This design comes from an exercise in tuning for small area, a short achievable clock period and few clock cycles on the open sky130 flow, not from production work.
Function was checked by simulation only, so behaviour that the tests miss may differ from the original.

Setup of north:
## EUCLIDs_GCD
module EUCLIDs_GCD #(parameter N = 32)(
    input [N-1:0] a,
    input [N-1:0] b,
    input clk,
    input rst,
    input start,
    output [N-1:0] out,
    output reg done
);
==> flow/config.mk <==
export PLATFORM = sky130hd
export DESIGN_NAME = EUCLIDs_GCD
export DESIGN_NICKNAME = EUCLIDs_GCD
export VERILOG_FILES = /design/flow/design.v
export SDC_FILE = /design/flow/constraint.sdc
export NUM_CORES = 4
export LEC_CHECK = 0
export CAP_MARGIN = 20
export CORE_MARGIN = 2
export CORE_UTILIZATION = 60
export SETUP_SLACK_MARGIN = 2.5
export SLEW_MARGIN = 20
==> flow/constraint.sdc <==
create_clock -name core_clock -period 6.0 [get_ports {clk}]
set_input_delay 1.2000 -clock core_clock [delete_from_list [all_inputs] [get_ports {clk}]]
set_output_delay 1.2000 -clock core_clock [all_outputs]
set_load 0.01 [all_outputs]
standard.sh (not shown) runs the stock make flow with config.mk's settings and CLKGATE_MAP_FILE= SYNTH_SCRIPT=/design/flow/synth_recipe.tcl, a recipe that flattens the netlist after the stock synthesis.
==> flow/flow/run.sh <==
#!/bin/bash
set -euo pipefail
export BUFFER_PORTS_ARGS="-buffer_cell sky130_fd_sc_hd__buf_1"
bash standard.sh finish > standard.log 2>&1
Testbench counts of north, summed over its fixed seeds: cycles 40,805.
--- input diff north..south ---
# north
export LEC_CHECK = 0
export CAP_MARGIN = 20
export CORE_MARGIN = 2
export CORE_UTILIZATION = 60
export SETUP_SLACK_MARGIN = 2.5
export SLEW_MARGIN = 20
create_clock -name core_clock -period 6.0 [get_ports {clk}]
# south
export LEC_CHECK = 0
export CAP_MARGIN = 20
export CORE_MARGIN = 2
export CORE_UTILIZATION = 40
export SETUP_SLACK_MARGIN = 1.5
export SLEW_MARGIN = 20
create_clock -name core_clock -period 6.0 [get_ports {clk}]
## What came out
Both conditions hold for south: the flow ran to the end and the final layout passed the timing, design-rule and antenna checks. north -> south: synthesized netlist cell count delta 0, exact match. Of south and north, the higher number of setup buffers added after CTS belongs to north. Hold slack was lower in the run labelled north. Compared with north, south shows a lower core utilization. Re global placement routability congestion: north was higher than south.
### south -> east
# south
export LEC_CHECK = 0
export CAP_MARGIN = 20
export CORE_MARGIN = 2
export CORE_UTILIZATION = 40
export SETUP_SLACK_MARGIN = 1.5
export SLEW_MARGIN = 20
create_clock -name core_clock -period 6.0 [get_ports {clk}]
# east
export LEC_CHECK = 0
export CAP_MARGIN = 20
export CORE_MARGIN = 2
export CORE_UTILIZATION = 60
export GPL_TIMING_DRIVEN = 1
export SETUP_SLACK_MARGIN = 2.5
export SLEW_MARGIN = 20
create_clock -name core_clock -period 6.0 [get_ports {clk}]
[summary]
Compared with south, in east clock slew at the register clock pins of the worst setup and hold paths went up 0.02 ns, total non-filler cell area in the finished layout went up, worst-margin pin slew up 0.38 ns, cell count after placement went down by 79. Compared with south, in east number of buffers inserted by post-CTS setup repair now larger; final routed wirelength across all metal layers now larger.
Inputs modified between east and west:
# east
export LEC_CHECK = 0
export CAP_MARGIN = 20
export CORE_MARGIN = 2
export CORE_UTILIZATION = 60
export GPL_TIMING_DRIVEN = 1
export SETUP_SLACK_MARGIN = 2.5
export SLEW_MARGIN = 20
create_clock -name core_clock -period 6.0 [get_ports {clk}]
# west
export LEC_CHECK = 0
export CAP_MARGIN = 20
export CORE_MARGIN = 2
export CORE_UTILIZATION = 70
export SETUP_SLACK_MARGIN = 2.5
export SLEW_MARGIN = 20
create_clock -name core_clock -period 6.0 [get_ports {clk}]
## What came out
~same clock insertion delay at the later pin of the skew report in east and west
Re number of inverters outside the clock class in the layout: no difference whatsoever between west and east.
In west, the die area came out about 14% below the value in east.
Relative to east, west improves hold slack.
Between west and east, it is west whose routed wire length is higher, by 7.2 mm.
Between west and east, it is west whose number of gates given a new drive strength after cts is higher, by about 25%.
Compared with east, via count in west increased by more than 10%.
west vs east — maximum frequency dropped 23 MHz.
Higher initial antenna violation count goes to west over east.

* * *

## wip/umber
Starting RTL as in the previous note.
==> flow/design.v (excerpt) <==
module EUCLIDs_GCD #(parameter N = 32)(
    input [N-1:0] a,
    input [N-1:0] b,
    input clk,
    input rst,
    input start,
    output [N-1:0] out,
    output reg done
);
    localparam W = N + 1;
    reg [N-1:0] u;
    reg [W-1:0] v;
    reg [4:0] k;
    reg run, fin;
    assign out = u;
    wire ue    = ~u[0];
    wire ve    = ~v[0];
    wire sv    = v[W-1];
    wire strip = ue & ve;            
    wire swp0  = ue & ~ve;           
    wire [W-1:1] x  = swp0 ? {N{1'b0}} : v[W-1:1];
    wire [W-1:1] ye = ve ? {N{1'b1}} : sv ? {1'b0, u[N-1:1]} : ~{1'b0, u[N-1:1]};
    wire [N-1:0] p = x ^ ye;         
    wire [N-1:0] g = x & ye;
    localparam L = 5;                
    wire [N-1:0] gl [0:L];
    wire [N-1:0] pl [0:L];
    assign gl[0] = g;
    assign pl[0] = p;
    genvar lv, i;
    generate for (lv = 0; lv < L; lv = lv + 1) begin : lvl
        for (i = 0; i < N; i = i + 1) begin : bt
            if ((i >> lv) & 1) begin : op
                assign gl[lv+1][i] = gl[lv][i] | (pl[lv][i] & gl[lv][((i >> lv) << lv) - 1]);
                assign pl[lv+1][i] = pl[lv][i] & pl[lv][((i >> lv) << lv) - 1];
            end else begin : pass
                assign gl[lv+1][i] = gl[lv][i];
                assign pl[lv+1][i] = pl[lv][i];
            end
        end
    end endgenerate
    wire [N-1:0] G = gl[L];
    wire [N-1:0] P = pl[L];
  ...
clock: 6.0 ns
lec_check: 0
cap_margin: 20
core_margin: 2
core_utilization: 40
setup_slack_margin: 3.0
slew_margin: 20
Scripts as last shown in full above: flow/flow/run.sh
wip/umber finished every step from synthesis to the final layout, and the layout passed the timing, design-rule and antenna checks.
Testbench counts of wip/umber, summed over its fixed seeds: cycles 40,805.
For wip/delta, these inputs were changed with respect to wip/umber:
# wip/umber
export LEC_CHECK = 0
export CAP_MARGIN = 20
export CORE_MARGIN = 2
export CORE_UTILIZATION = 40
export SETUP_SLACK_MARGIN = 3.0
export SLEW_MARGIN = 20
create_clock -name core_clock -period 6.0 [get_ports {clk}]
# wip/delta
export LEC_CHECK = 0
export CAP_MARGIN = 20
export CORE_MARGIN = 2
export CORE_UTILIZATION = 40
export SETUP_SLACK_MARGIN = 2.0
export SLEW_MARGIN = 20
create_clock -name core_clock -period 6.0 [get_ports {clk}]
==> flow/run.sh (new file) <==
#!/bin/bash
# synth_recipe.tcl (not shown) runs the flow's synth.tcl, then flattens the netlist and writes it again
# the make line also repeats each setting of config.mk as NAME=value (left out here)
make -C /OpenROAD-flow-scripts/flow DESIGN_CONFIG=/design/flow/config.mk WORK_HOME=/design/flow/orfs CLKGATE_MAP_FILE= SYNTH_SCRIPT=/design/flow/synth_recipe.tcl finish
removed: flow/flow/run.sh
removed: flow/standard.sh
### Flow results
Comparing wip/umber against wip/delta, there is no change at all in floorplan die area. In the tables for wip/delta and wip/umber, number of vias per cell reads higher with wip/umber. The run showing the greater register-to-register slack is wip/umber. The worst clock skew on wip/delta is in line with that on wip/umber. Looking only at sum of buffers and inverters on the critical path, and setting everything else aside, the higher value of wip/delta and wip/umber goes to wip/umber. Area fraction of clock buffers and clock inverters of wip/delta is on par with wip/umber. From wip/umber to wip/delta the numbers moved as follows: layout multi-input combinational cell count saw a decrease.
Setup changes, wip/delta to wip/violet
# wip/delta
export LEC_CHECK = 0
export CAP_MARGIN = 20
export CORE_MARGIN = 2
export CORE_UTILIZATION = 40
export SETUP_SLACK_MARGIN = 2.0
export SLEW_MARGIN = 20
create_clock -name core_clock -period 6.0 [get_ports {clk}]
# wip/violet
export LEC_CHECK = 0
export CAP_MARGIN = 20
export CORE_MARGIN = 2
export CORE_UTILIZATION = 40
export CTS_BUF_LIST = sky130_fd_sc_hd__clkbuf_8
export CTS_CLUSTER_SIZE = 20
export SETUP_SLACK_MARGIN = 2.5
export SLEW_MARGIN = 20
create_clock -name core_clock -period 6.0 [get_ports {clk}]
==> flow/flow/run.sh (new file) <==
#!/bin/bash
set -euo pipefail
export BUFFER_PORTS_ARGS="-buffer_cell sky130_fd_sc_hd__buf_1"
bash standard.sh finish > standard.log 2>&1
==> flow/standard.sh (new file) <==
#!/bin/bash
# synth_recipe.tcl (not shown) runs the flow's synth.tcl, then flattens the netlist and writes it again
# the make line also repeats each setting of config.mk as NAME=value (left out here)
make -C /OpenROAD-flow-scripts/flow DESIGN_CONFIG=/design/flow/config.mk WORK_HOME=/design/flow/orfs CLKGATE_MAP_FILE= SYNTH_SCRIPT=/design/flow/synth_recipe.tcl "${@:-finish}"
removed: flow/run.sh
--- outcome ---
Any difference in area taken by flip-flops and latches between wip/violet and wip/delta is small enough to ignore. wip/violet vs. wip/delta: total wire length went up by about 4.5%. wip/delta -> wip/violet: count of endpoints failing hold in the final timing report delta 0, exact match. Going from wip/delta to wip/violet, count of routing violations after the opening detailed-route iteration moved up, flip-flop and latch share of the layout cell area moved up, synthesized cell count level. The more densely filled core belongs to wip/delta, not wip/violet.

* * *

## v31
Starting RTL as in the previous note.
clock: 6.0 ns
lec_check: 0
cap_margin: 20
core_margin: 2
core_utilization: 60
setup_slack_margin: 2.7
slew_margin: 20
==> flow/flow/run.sh <==
#!/bin/bash
set -euo pipefail
export BUFFER_PORTS_ARGS="-buffer_cell sky130_fd_sc_hd__buf_1"
bash standard.sh finish > standard.log 2>&1
The final layout from v31, which completed every stage, passed the timing, design-rule and antenna checks at the end of the flow.
Testbench counts of v31, summed over its fixed seeds: cycles 40,805.
What v42 does differently from v31 at the input level:
Settings: CORE_UTILIZATION changed from 60 to 40; SETUP_SLACK_MARGIN changed from 2.7 to 2.0.
- v42 vs v31 — first-iteration DRC count dropped about 56%.
- Delta (v42 minus v31): sequential share of cell area went up.
- Cell area | v42 vs v31 | v42 smaller
- Between v31 and v42, number of gates resized after cts decreased.
- On via count: v42 sits below v31.
Input changes introduced in v47 (baseline for comparison: v42):
Settings: SETUP_SLACK_MARGIN changed from 2.0 to 2.5.
Notes after the runs:
Relative to v42, the final cell area reported for v47 is higher.
In the tables for v42 and v47, HPWL reported at the end of detailed placement reads higher with v42.
Diff v42 -> v47 | placed cell area | up slightly
In the reports for v42 and v47, the smaller maximum frequency belongs to v42.
v42 has a lower worst setup slack after layout than v47.
v42 → v47: final core utilization now sits higher, met3 routing resource usage after global routing now sits higher, number of gates given a new drive strength after cts now sits higher.
Against v42, v47 comes in 0.49 points higher on global-route usage.
On final worst hold slack, v47 tracks v42 almost exactly.

-- re-timing with driven ports --
No port has a modelled driver above. Below, the same layouts with a new extraction and two added sets of constraints. Step 1, drivers: a clkbuf_16 drives clk and a buf_2 each remaining input, both assumed. Step 2 moves the port delays by t, midway between the first and last clock arrival at a register: inputs arrive t later, outputs are due t later. That takes back most of the time a late clock gives input paths. a / b / c = no drivers / after step 1 / after step 2; a / b = the first two.
run | t, ns | slack for setup (ns) | slew at the worst register clock pin (ns) | worst data-port slew with drivers (ns)
north | 0.401 | 2.443 / 2.443 / 2.443 | 0.08 / 0.08 | 0.04
south | 0.391 | 1.907 / 1.907 / 1.907 | 0.06 / 0.06 | 0.04
east | 0.401 | 2.443 / 2.443 / 2.443 | 0.08 / 0.08 | 0.04
west | 0.410 | 2.133 / 2.133 / 2.133 | 0.10 / 0.10 | 0.05
wip/umber | 0.390 | 2.638 / 2.638 / 2.638 | 0.06 / 0.06 | 0.04
wip/delta | 0.382 | 2.148 / 2.148 / 2.148 | 0.06 / 0.06 | 0.04
wip/violet | 0.405 | 2.489 / 2.489 / 2.489 | 0.08 / 0.08 | 0.04
v31 | 0.400 | 2.519 / 2.519 / 2.519 | 0.08 / 0.08 | 0.04
v42 | 0.379 | 2.205 / 2.205 / 2.205 | 0.06 / 0.06 | 0.04
v47 | 0.385 | 2.467 / 2.467 / 2.467 | 0.06 / 0.06 | 0.04
After both steps every run listed still meets setup and hold.
